Context: an optimization exercise on an open-source flow, tuned for small area. The choices shown serve that exercise and are no tape-out recipe. Where RTL was checked, it was by simulation tests only, not by an equivalence proof against the original. The flow treats the clock pin as an ideal source. Dropping or thinning the clock tree relies on that and would not hold on a real chip. Power is estimated from default activity; no workload was simulated.

## seven_seg_disp
module seven_seg_disp #(
    parameter           I_CLK_FRQ = 24_000,
    parameter           REFRESH = 60,
    parameter           DIGITS = 4
) (
    input               i_clk,
    input               i_rst,
    input signed [10:0] i_data,
    input               i_en,
    output wire [3:0]   o_anodes,
    output wire [6:0]   o_segment
);
    reg  [4:0]  hi;
    reg  [1:0]  j;
    wire        fire = hi[4] & hi[3] & hi[0] & ~j[1] & ~j[0];
    always @(posedge i_clk) begin
        j <= i_rst ? 2'b00 : {j[0], ~j[1]};
        if (i_rst | fire)       hi <= 5'd0;
        else if (j == 2'b10)    hi <= hi + 5'd1;
    end
    reg  [1:0]  gp;
    always @(posedge i_clk)
        if (i_rst)      gp <= 2'b10;
        else if (fire)  gp <= {gp[0], ~gp[1]};
    wire [1:0]  pos = {gp[1], gp[1] ^ gp[0]};
    assign o_anodes = ~(4'b0001 << pos);
    wire        q0 = (pos == 2'd3);
    wire        q1 = (pos == 2'd0);
    wire        q2 = (pos == 2'd1);
    wire        q3 = (pos == 2'd2);
    reg         s;
    reg  [11:0] nP;      
    wire [11:0] P = ~nP;
    reg         cv;      
    wire        ld   = i_rst | (fire & i_en);
    wire        win  = (hi[4:2] == 3'd0) & (hi[1] | (hi[0] & j[1]));
    wire        conv = cv & win;
    wire        e0   = conv & hi[1];                  
    wire        e1   = conv & hi[1] & hi[0];          
    wire        r8   = cv ? q1 : ~q3;
    wire        r16  = cv & (q2 | q3);
    wire        rot  = (hi[4:2] == 3'b010) & ((~hi[1] & r8) | r16);    
  ...
For scale: ~170 cells after synthesis, roughly 1300 µm² of cells after synthesis.
==> module seven_seg_disp, before the edit <==
module seven_seg_disp #(
    parameter           I_CLK_FRQ = 24_000,
    parameter           REFRESH = 60,
    parameter           DIGITS = 4
) (
    input               i_clk,
    input               i_rst,
    input signed [10:0] i_data,
    input               i_en,
    output wire [3:0]   o_anodes,
    output wire [6:0]   o_segment
);
    reg  [4:0]  hi;
    reg  [1:0]  j;
    wire        fire = hi[4] & hi[3] & hi[0] & ~j[1] & ~j[0];
    always @(posedge i_clk) begin
        j <= i_rst ? 2'b00 : {j[0], ~j[1]};
        if (i_rst | fire)       hi <= 5'd0;
        else if (j == 2'b10)    hi <= hi + 5'd1;
    end
    reg  [1:0]  gp;
    always @(posedge i_clk)
        if (i_rst)      gp <= 2'b10;
        else if (fire)  gp <= {gp[0], ~gp[1]};
    wire [1:0]  pos = {gp[1], gp[1] ^ gp[0]};
    assign o_anodes = ~(4'b0001 << pos);
    wire        q0 = (pos == 2'd3);
    wire        q1 = (pos == 2'd0);
    wire        q2 = (pos == 2'd1);
    wire        q3 = (pos == 2'd2);
    reg         s;
    reg  [11:0] nP;      
    wire [11:0] P = ~nP;
    reg         cv;      
    wire        ld   = i_rst | (fire & i_en);
    wire        win  = (hi[4:2] == 3'd0) & (hi[1] | (hi[0] & j[1]));
    wire        conv = cv & win;
    wire        e0   = conv & hi[1];                  
    wire        e1   = conv & hi[1] & hi[0];          
    wire        r8   = cv ? q1 : ~q3;
    wire        r16  = cv & (q2 | q3);
    wire        rot  = (hi[4:2] == 3'b010) & ((~hi[1] & r8) | r16);    
    wire        run  = conv | rot;
    function [3:0] corr(input [3:0] d, input e);
        reg c;
        begin
            c = e & (d[3] | (d[2] & (d[1] | d[0])));
            corr[0] = d[0] ^ c;
            corr[1] = c ? ((d[1] & d[0]) | (d[3] & ~d[0])) : d[1];
            corr[2] = c ? (d[3] & d[0]) : d[2];
            corr[3] = d[3] | c;
        end
    endfunction
    wire [11:0] C = {P[11:8], corr(P[7:4], e1), corr(P[3:0], e0)};
    wire        take = fire & i_en & ~i_rst;
    wire        keep = ~ld;
    wire [11:0] R = {C[10:0], P[11] ^ (s & conv)};
    wire [11:0] L = {i_data[9:0], 2'b00};
    wire        step = keep & run;
    wire        hold = keep & ~run;
    always @(posedge i_clk)
        nP <= ~(({12{take}} & L) | ({12{step}} & R) | ({12{hold}} & P));
    always @(posedge i_clk) begin
        cv <= take | (~(i_rst | fire) & cv);
        s  <= (take & i_data[10]) | (keep & s);
    end
    wire        cin  = s & (q0 | (P[11] & P[8] & (q1 | (q2 & P[7] & P[4]))));
    wire [3:0]  t = P[3:0];
    wire [3:0]  enc;
    assign enc[3] = (cin ^ t[0]) & ~t[3];
    assign enc[2] = (t[2] & ~t[1]) | (~cin & ~t[3] & t[1] & ~t[0]) | (cin & ~t[3] & ~t[2] & t[0]);
    assign enc[1] = ~((~t[3] & ~t[2] & ~t[1]) | (~cin & ~t[2] & t[1] & ~t[0]) | (cin & t[3] & t[0]));
    assign enc[0] = ~((t[2] & t[1]) | (~cin & ~t[2] & ~t[0]) | (cin & ~t[1] & t[0]));
    wire        th   = s | (P[3] & P[1]);
    wire [3:0]  dinc = q3 ? {th, s, 1'b0, th} : enc;
    reg  [3:0]  dig;
    always @(posedge i_clk)
        if (fire) dig <= dinc;
    wire [3:0]  d = dig;
    assign o_segment[6] = (~d[2] & ~d[1]) | (d[3] & ~d[0]);
    assign o_segment[5] = (d[3] & ~d[2]) | (d[2] & ~d[1]);
    assign o_segment[4] = d[0] | d[3];
    assign o_segment[3] = ~((~d[3] & ~d[0]) | (d[3] & d[1] & d[0]));
    assign o_segment[2] = d[2] & ~d[1];
    assign o_segment[1] = (d[3] & d[2]) | (d[2] & d[1] & ~d[0]);
    assign o_segment[0] = (d[3] & ~d[1]) | (~d[3] & d[2] & d[0]);
endmodule
clock: 10.0 ns
lec_check: 0
cap_margin: 20
core_margin: 2
core_utilization: 40
gpl_timing_driven: 0
slew_margin: 20
standard.sh (not shown) runs the stock make flow with config.mk's settings and CLKGATE_MAP_FILE= SYNTH_SCRIPT=/design/flow/synth_recipe.tcl, a recipe that flattens the netlist after the stock synthesis.
==> flow/flow/run.sh <==
#!/bin/bash
# Layout: the standard flow (standard.sh) with these changes:
#  - synthesis is the standard synthesis with an area-oriented ABC script
#    (synth_area.tcl, area.abc); registers are mapped exactly as in the standard synthesis,
#  - after floorplanning the logic between the registers is re-mapped for area with
#    OpenROAD's restructure, and each cell is swapped for the smallest of its family
#    (resynth.tcl, downsize.tcl, filter_lib.py),
#  - port buffers are sky130_fd_sc_hd__buf_1 cells,
#  - the clock tree is three clock buffers driven by the clock port (cts_pre.tcl),
#    in place of TritonCTS's H-tree.
# make's output goes to flow_make.log here; ORFS's per-step logs are under orfs/logs.
set -euo pipefail
W=$PWD
bash standard.sh \
  "SYNTH_SCRIPT=$W/flow/synth_area.tcl" \
  "FLOW_SYNTH_TCL=$W/synth_recipe.tcl" \
  "AREA_ABC_SCRIPT=$W/flow/area.abc" \
  "POST_FLOORPLAN_TCL=$W/flow/resynth.tcl" \
  "BUFFER_PORTS_ARGS=-buffer_cell sky130_fd_sc_hd__buf_1" \
  "PRE_CTS_TCL=$W/flow/cts_pre.tcl" \
  finish > "$W/flow_make.log" 2>&1
Other scripts of this flow, unchanged in this note and not shown: flow/flow/area.abc, flow/flow/cts_pre.tcl, flow/flow/downsize.tcl, flow/flow/filter_lib.py, flow/flow/resynth.tcl, flow/flow/synth_area.tcl
Next try:
--- a/flow/design.v
+++ b/flow/design.v
@@ -86,6 +86,6 @@
         nP <= ~(({12{take}} & L) | ({12{step}} & R) | ({12{hold}} & P));
     always @(posedge i_clk) begin
-        cv <= take | (~(i_rst | fire) & cv);
-        s  <= (take & i_data[10]) | (keep & s);
+        if (i_rst | fire) cv <= take;
+        if (ld) s <= take & i_data[10];
     end
     wire        cin  = s & (q0 | (P[11] & P[8] & (q1 | (q2 & P[7] & P[4]))));
Result: Final cell count decreases by 0.88%; maximum frequency rose by 0.35%; design area rises by 0.52%; register-to-register slack improves by 20 ps; global-route usage increases by 0.52 points; die area climbs by 1.3%; total power went up by 1.3%; setup slack gains 12 ps.
No run of this note takes its clock network from TritonCTS; it comes from the design's own scripts or RTL.

---

orange:
seven_seg_disp with an RTL version that a note above also has.
Size: ~160 cells after synthesis, about 27 flip-flops, ~25 I/O pins, about 1500 um^2 of cells after synthesis.
==> module seven_seg_disp, before the edit <==
module seven_seg_disp #(
    parameter           I_CLK_FRQ = 24_000,
    parameter           REFRESH = 60,
    parameter           DIGITS = 4
) (
    input               i_clk,
    input               i_rst,
    input signed [10:0] i_data,
    input               i_en,
    output wire [3:0]   o_anodes,
    output wire [6:0]   o_segment
);
    reg  [4:0]  hi;
    reg  [1:0]  j;
    wire        fire = hi[4] & hi[3] & hi[0] & ~j[1] & ~j[0];
    always @(posedge i_clk) begin
        j <= i_rst ? 2'b00 : {j[0], ~j[1]};
        if (i_rst | fire)       hi <= 5'd0;
        else if (j == 2'b10)    hi <= hi + 5'd1;
    end
    reg  [1:0]  gp;
    always @(posedge i_clk)
        if (i_rst)      gp <= 2'b10;
        else if (fire)  gp <= {gp[0], ~gp[1]};
    wire [1:0]  pos = {gp[1], gp[1] ^ gp[0]};
    assign o_anodes = ~(4'b0001 << pos);
    wire        q0 = (pos == 2'd3);
    wire        q1 = (pos == 2'd0);
    wire        q2 = (pos == 2'd1);
    wire        q3 = (pos == 2'd2);
    reg         s;
    reg  [11:0] nP;      
    wire [11:0] P = ~nP;
    reg         cv;      
    wire        ld   = i_rst | (fire & i_en);
    wire        win  = (hi[4:2] == 3'd0) & (hi[1] | (hi[0] & j[1]));
    wire        conv = cv & win;
    wire        e0   = conv & hi[1];                  
    wire        e1   = conv & hi[1] & hi[0];          
    wire        r8   = cv ? q1 : ~q3;
    wire        r16  = cv & (q2 | q3);
    wire        rot  = (hi[4:2] == 3'b010) & ((~hi[1] & r8) | r16);    
    wire        run  = conv | rot;
    function [3:0] corr(input [3:0] d, input e);
        reg c;
        begin
            c = e & (d[3] | (d[2] & (d[1] | d[0])));
            corr[0] = d[0] ^ c;
            corr[1] = c ? ((d[1] & d[0]) | (d[3] & ~d[0])) : d[1];
            corr[2] = c ? (d[3] & d[0]) : d[2];
            corr[3] = d[3] | c;
        end
    endfunction
    wire [11:0] C = {P[11:8], corr(P[7:4], e1), corr(P[3:0], e0)};
    wire        take = fire & i_en & ~i_rst;
    wire        keep = ~ld;
    wire [11:0] R = {C[10:0], P[11] ^ (s & conv)};
    wire [11:0] L = {i_data[9:0], 2'b00};
    wire        step = keep & run;
    wire        hold = keep & ~run;
    always @(posedge i_clk)
        nP <= ~(({12{take}} & L) | ({12{step}} & R) | ({12{hold}} & P));
    always @(posedge i_clk) begin
        if (i_rst | fire) cv <= take;
        if (ld) s <= take & i_data[10];
    end
    wire        cin  = s & (q0 | (P[11] & P[8] & (q1 | (q2 & P[7] & P[4]))));
    wire [3:0]  t = P[3:0];
    wire [3:0]  enc;
    assign enc[3] = (cin ^ t[0]) & ~t[3];
    assign enc[2] = (t[2] & ~t[1]) | (~cin & ~t[3] & t[1] & ~t[0]) | (cin & ~t[3] & ~t[2] & t[0]);
    assign enc[1] = ~((~t[3] & ~t[2] & ~t[1]) | (~cin & ~t[2] & t[1] & ~t[0]) | (cin & t[3] & t[0]));
    assign enc[0] = ~((t[2] & t[1]) | (~cin & ~t[2] & ~t[0]) | (cin & ~t[1] & t[0]));
    wire        th   = s | (P[3] & P[1]);
    wire [3:0]  dinc = q3 ? {th, s, 1'b0, th} : enc;
    reg  [3:0]  dig;
    always @(posedge i_clk)
        if (fire) dig <= dinc;
    wire [3:0]  d = dig;
    assign o_segment[6] = (~d[2] & ~d[1]) | (d[3] & ~d[0]);
    assign o_segment[5] = (d[3] & ~d[2]) | (d[2] & ~d[1]);
    assign o_segment[4] = d[0] | d[3];
    assign o_segment[3] = ~((~d[3] & ~d[0]) | (d[3] & d[1] & d[0]));
    assign o_segment[2] = d[2] & ~d[1];
    assign o_segment[1] = (d[3] & d[2]) | (d[2] & d[1] & ~d[0]);
    assign o_segment[0] = (d[3] & ~d[1]) | (~d[3] & d[2] & d[0]);
endmodule
Settings: LEC_CHECK=0, CAP_MARGIN=20, CORE_MARGIN=2, CORE_UTILIZATION=40, GPL_TIMING_DRIVEN=0, SLEW_MARGIN=20; clock period 10.0 ns.
==> flow/flow/run.sh <==
#!/bin/bash
# Layout: the standard flow (standard.sh), synthesis included, with three changes:
#  - after synthesis the logic between the registers is re-mapped for area with OpenROAD's
#    restructure, and each cell is swapped for the smallest of its family (resynth.tcl),
#  - port buffers are sky130_fd_sc_hd__buf_1 cells,
#  - the clock tree is a few clock buffers driven by the clock port (cts_pre.tcl),
#    in place of TritonCTS's H-tree.
# make's output goes to flow_make.log here; ORFS's per-step logs are under orfs/logs.
set -euo pipefail
W=$PWD
bash standard.sh \
  "POST_FLOORPLAN_TCL=$W/flow/resynth.tcl" \
  "BUFFER_PORTS_ARGS=-buffer_cell sky130_fd_sc_hd__buf_1" \
  "PRE_CTS_TCL=$W/flow/cts_pre.tcl" \
  finish > "$W/flow_make.log" 2>&1
Other scripts of this flow, unchanged in this note and not shown: flow/flow/cts_pre.tcl, flow/flow/downsize.tcl, flow/flow/filter_lib.py, flow/flow/resynth.tcl
Changes in red relative to orange:
==> flow/design.v, changed modules only <==
module seven_seg_disp #(
    parameter           I_CLK_FRQ = 24_000,
    parameter           REFRESH = 60,
    parameter           DIGITS = 4
) (
    input               i_clk,
    input               i_rst,
    input signed [10:0] i_data,
    input               i_en,
    output wire [3:0]   o_anodes,
    output wire [6:0]   o_segment
);
    reg  [6:0]  cnt;
    wire        fire = cnt[6] & cnt[5] & cnt[2];
    always @(posedge i_clk)
        if (i_rst)      cnt <= 7'd0;
        else if (fire)  cnt <= 7'd1;
        else            cnt <= cnt + 7'd1;
    reg  [1:0]  gp;
    always @(posedge i_clk)
        if (i_rst)      gp <= 2'b10;
        else if (fire)  gp <= {gp[0], ~gp[1]};
    wire [1:0]  pos = {gp[1], gp[1] ^ gp[0]};
    assign o_anodes = ~(4'b0001 << pos);
    wire        q0 = (pos == 2'd3);
    wire        q1 = (pos == 2'd0);
    wire        q2 = (pos == 2'd1);
    wire        q3 = (pos == 2'd2);
    reg         s;
    reg  [11:0] P;
    reg         cv;      
    wire        ld   = i_rst | (fire & i_en);
    wire        win  = (cnt[6:4] == 3'd0) & (cnt[3] | (cnt[2] & cnt[1]));   
    wire        conv = cv & win;
    wire        e0   = conv & cnt[3];                 
    wire        e1   = conv & cnt[3] & cnt[2];        
    wire        r8   = cv ? q1 : ~q3;
    wire        r16  = cv & (q2 | q3);
    wire        rot  = ~cnt[6] & cnt[5] & ~cnt[4] & ((~cnt[3] & r8) | r16);
    wire        run  = conv | rot;
    function [3:0] corr(input [3:0] d, input e);
        reg c;
        begin
            c = e & (d[3] | (d[2] & (d[1] | d[0])));
            corr[0] = d[0] ^ c;
            corr[1] = c ? ((d[1] & d[0]) | (d[3] & ~d[0])) : d[1];
            corr[2] = c ? (d[3] & d[0]) : d[2];
            corr[3] = d[3] | c;
        end
    endfunction
    wire [11:0] C = {P[11:8], corr(P[7:4], e1), corr(P[3:0], e0)};
    wire        take = fire & i_en & ~i_rst;
    wire        keep = ~ld;
    wire [11:0] R = {C[10:0], P[11] ^ (s & conv)};
    wire [11:0] L = {i_data[9:0], 2'b00};
    wire        step = keep & run;
    wire        hold = keep & ~run;
    always @(posedge i_clk)
        P <= ({12{take}} & L) | ({12{step}} & R) | ({12{hold}} & P);
    always @(posedge i_clk) begin
        if (i_rst | fire) cv <= take;
        if (ld) s <= take & i_data[10];
    end
    wire        cin  = s & (q0 | (P[11] & P[8] & (q1 | (q2 & P[7] & P[4]))));
    wire [3:0]  dsel = q3 ? (s ? 4'hf : {3'b000, P[3] & P[1]}) : P[3:0];
    wire [3:0]  dinc;
    assign dinc[0] = dsel[0] ^ cin;
    assign dinc[1] = dsel[1] ^ (cin & dsel[0] & ~dsel[3]);
    assign dinc[2] = dsel[2] ^ (cin & dsel[0] & dsel[1]);
    assign dinc[3] = cin ? ((dsel[3] & ~dsel[0]) | (dsel[2] & dsel[1] & dsel[0])) : dsel[3];
    reg  [3:0]  dig;
    always @(posedge i_clk)
        if (fire) dig <= dinc;
    wire [3:0]  d = dig;
    assign o_segment[6] = (~d[3] & ~d[2] & ~d[1]) | (d[3] & d[1] & ~d[0]) | (~d[3] & d[2] & d[1] & d[0]);
    assign o_segment[5] = (d[1] & d[0]) | (~d[3] & ~d[2] & d[0]) | (~d[3] & ~d[2] & d[1]);
    assign o_segment[4] = (d[2] & ~d[1]) | d[0];
    assign o_segment[3] = (d[2] & ~d[1] & ~d[0]) | (~d[2] & ~d[1] & d[0]) | (d[2] & d[1] & d[0]);
    assign o_segment[2] = (~d[3] & ~d[2] & d[1] & ~d[0]) | (d[3] & d[2]);
    assign o_segment[1] = ~((~d[1] & ~d[0]) | (~d[3] & d[1] & d[0]) | ~d[2]);
    assign o_segment[0] = (~d[3] & ~d[2] & ~d[1] & d[0]) | (d[3] & d[2]) | (d[2] & ~d[1] & ~d[0]);
endmodule
==> comparison <==
Routed wire length: red vs orange up 260 um. Setup slack sits lower in red than in orange. [red] share of the final layout cell area in multi-input gates rose 2.0 points relative to orange. red vs. orange: sequential area share after synthesis shows a reduction of 0.63 points; multi-input combinational gate total shows an increase of 10; final cell count shows an increase of 4.8%. Maximum clock frequency, red and orange: higher on orange. First-pass GRT wire length of red exceeds that of orange by a little under 10%. red: largest fanout of any net on the critical path is 1 higher than what orange reported. red and orange all finish clean. Changes observed in red relative to orange: total power draw higher, area of the die higher, area occupied by multi-input gates higher.
Function not checked in red: the RTL went through the layout flow alone. In every run of this note, the design's own scripts or RTL, not TritonCTS, make the clock network.

## afterwards: timing with drivers on the ports
Ports are ideal in the flow. The routed layouts listed here were re-timed in OpenROAD.
Step 1 assumes that a clkbuf_16 drives the clock port and a buf_2 every other input.
Step 2 times the ports against the registers' clock, not the clock port: input delays grow and output delays shrink by t, the midpoint of the rising clock arrivals with the driver on.
Three values: no drivers, after step 1, after step 2; two values: the first two.
run | t (ns) | slack for setup (ns) | hold slack, ns | clock arrival spread, ns
the first run of note 1 | 0.193 | 6.550 / 6.561 / 6.369 | 0.444 / 0.444 / 0.444 | 0.008 / 0.007
the second run of note 1 | 0.190 | 6.562 / 6.528 / 6.398 | 0.456 / 0.456 / 0.456 | 0.006 / 0.006
orange | 0.189 | 6.586 / 6.551 / 6.589 | 0.457 / 0.457 / 0.457 | 0.008 / 0.007
red | 0.192 | 6.568 / 6.533 / 6.472 | 0.484 / 0.484 / 0.484 | 0.009 / 0.009
After both steps every run listed still meets setup and hold. The setup slack of the first run of note 1, which loses most, moves by +0.011 ns with the drivers and by -0.181 ns with both steps.
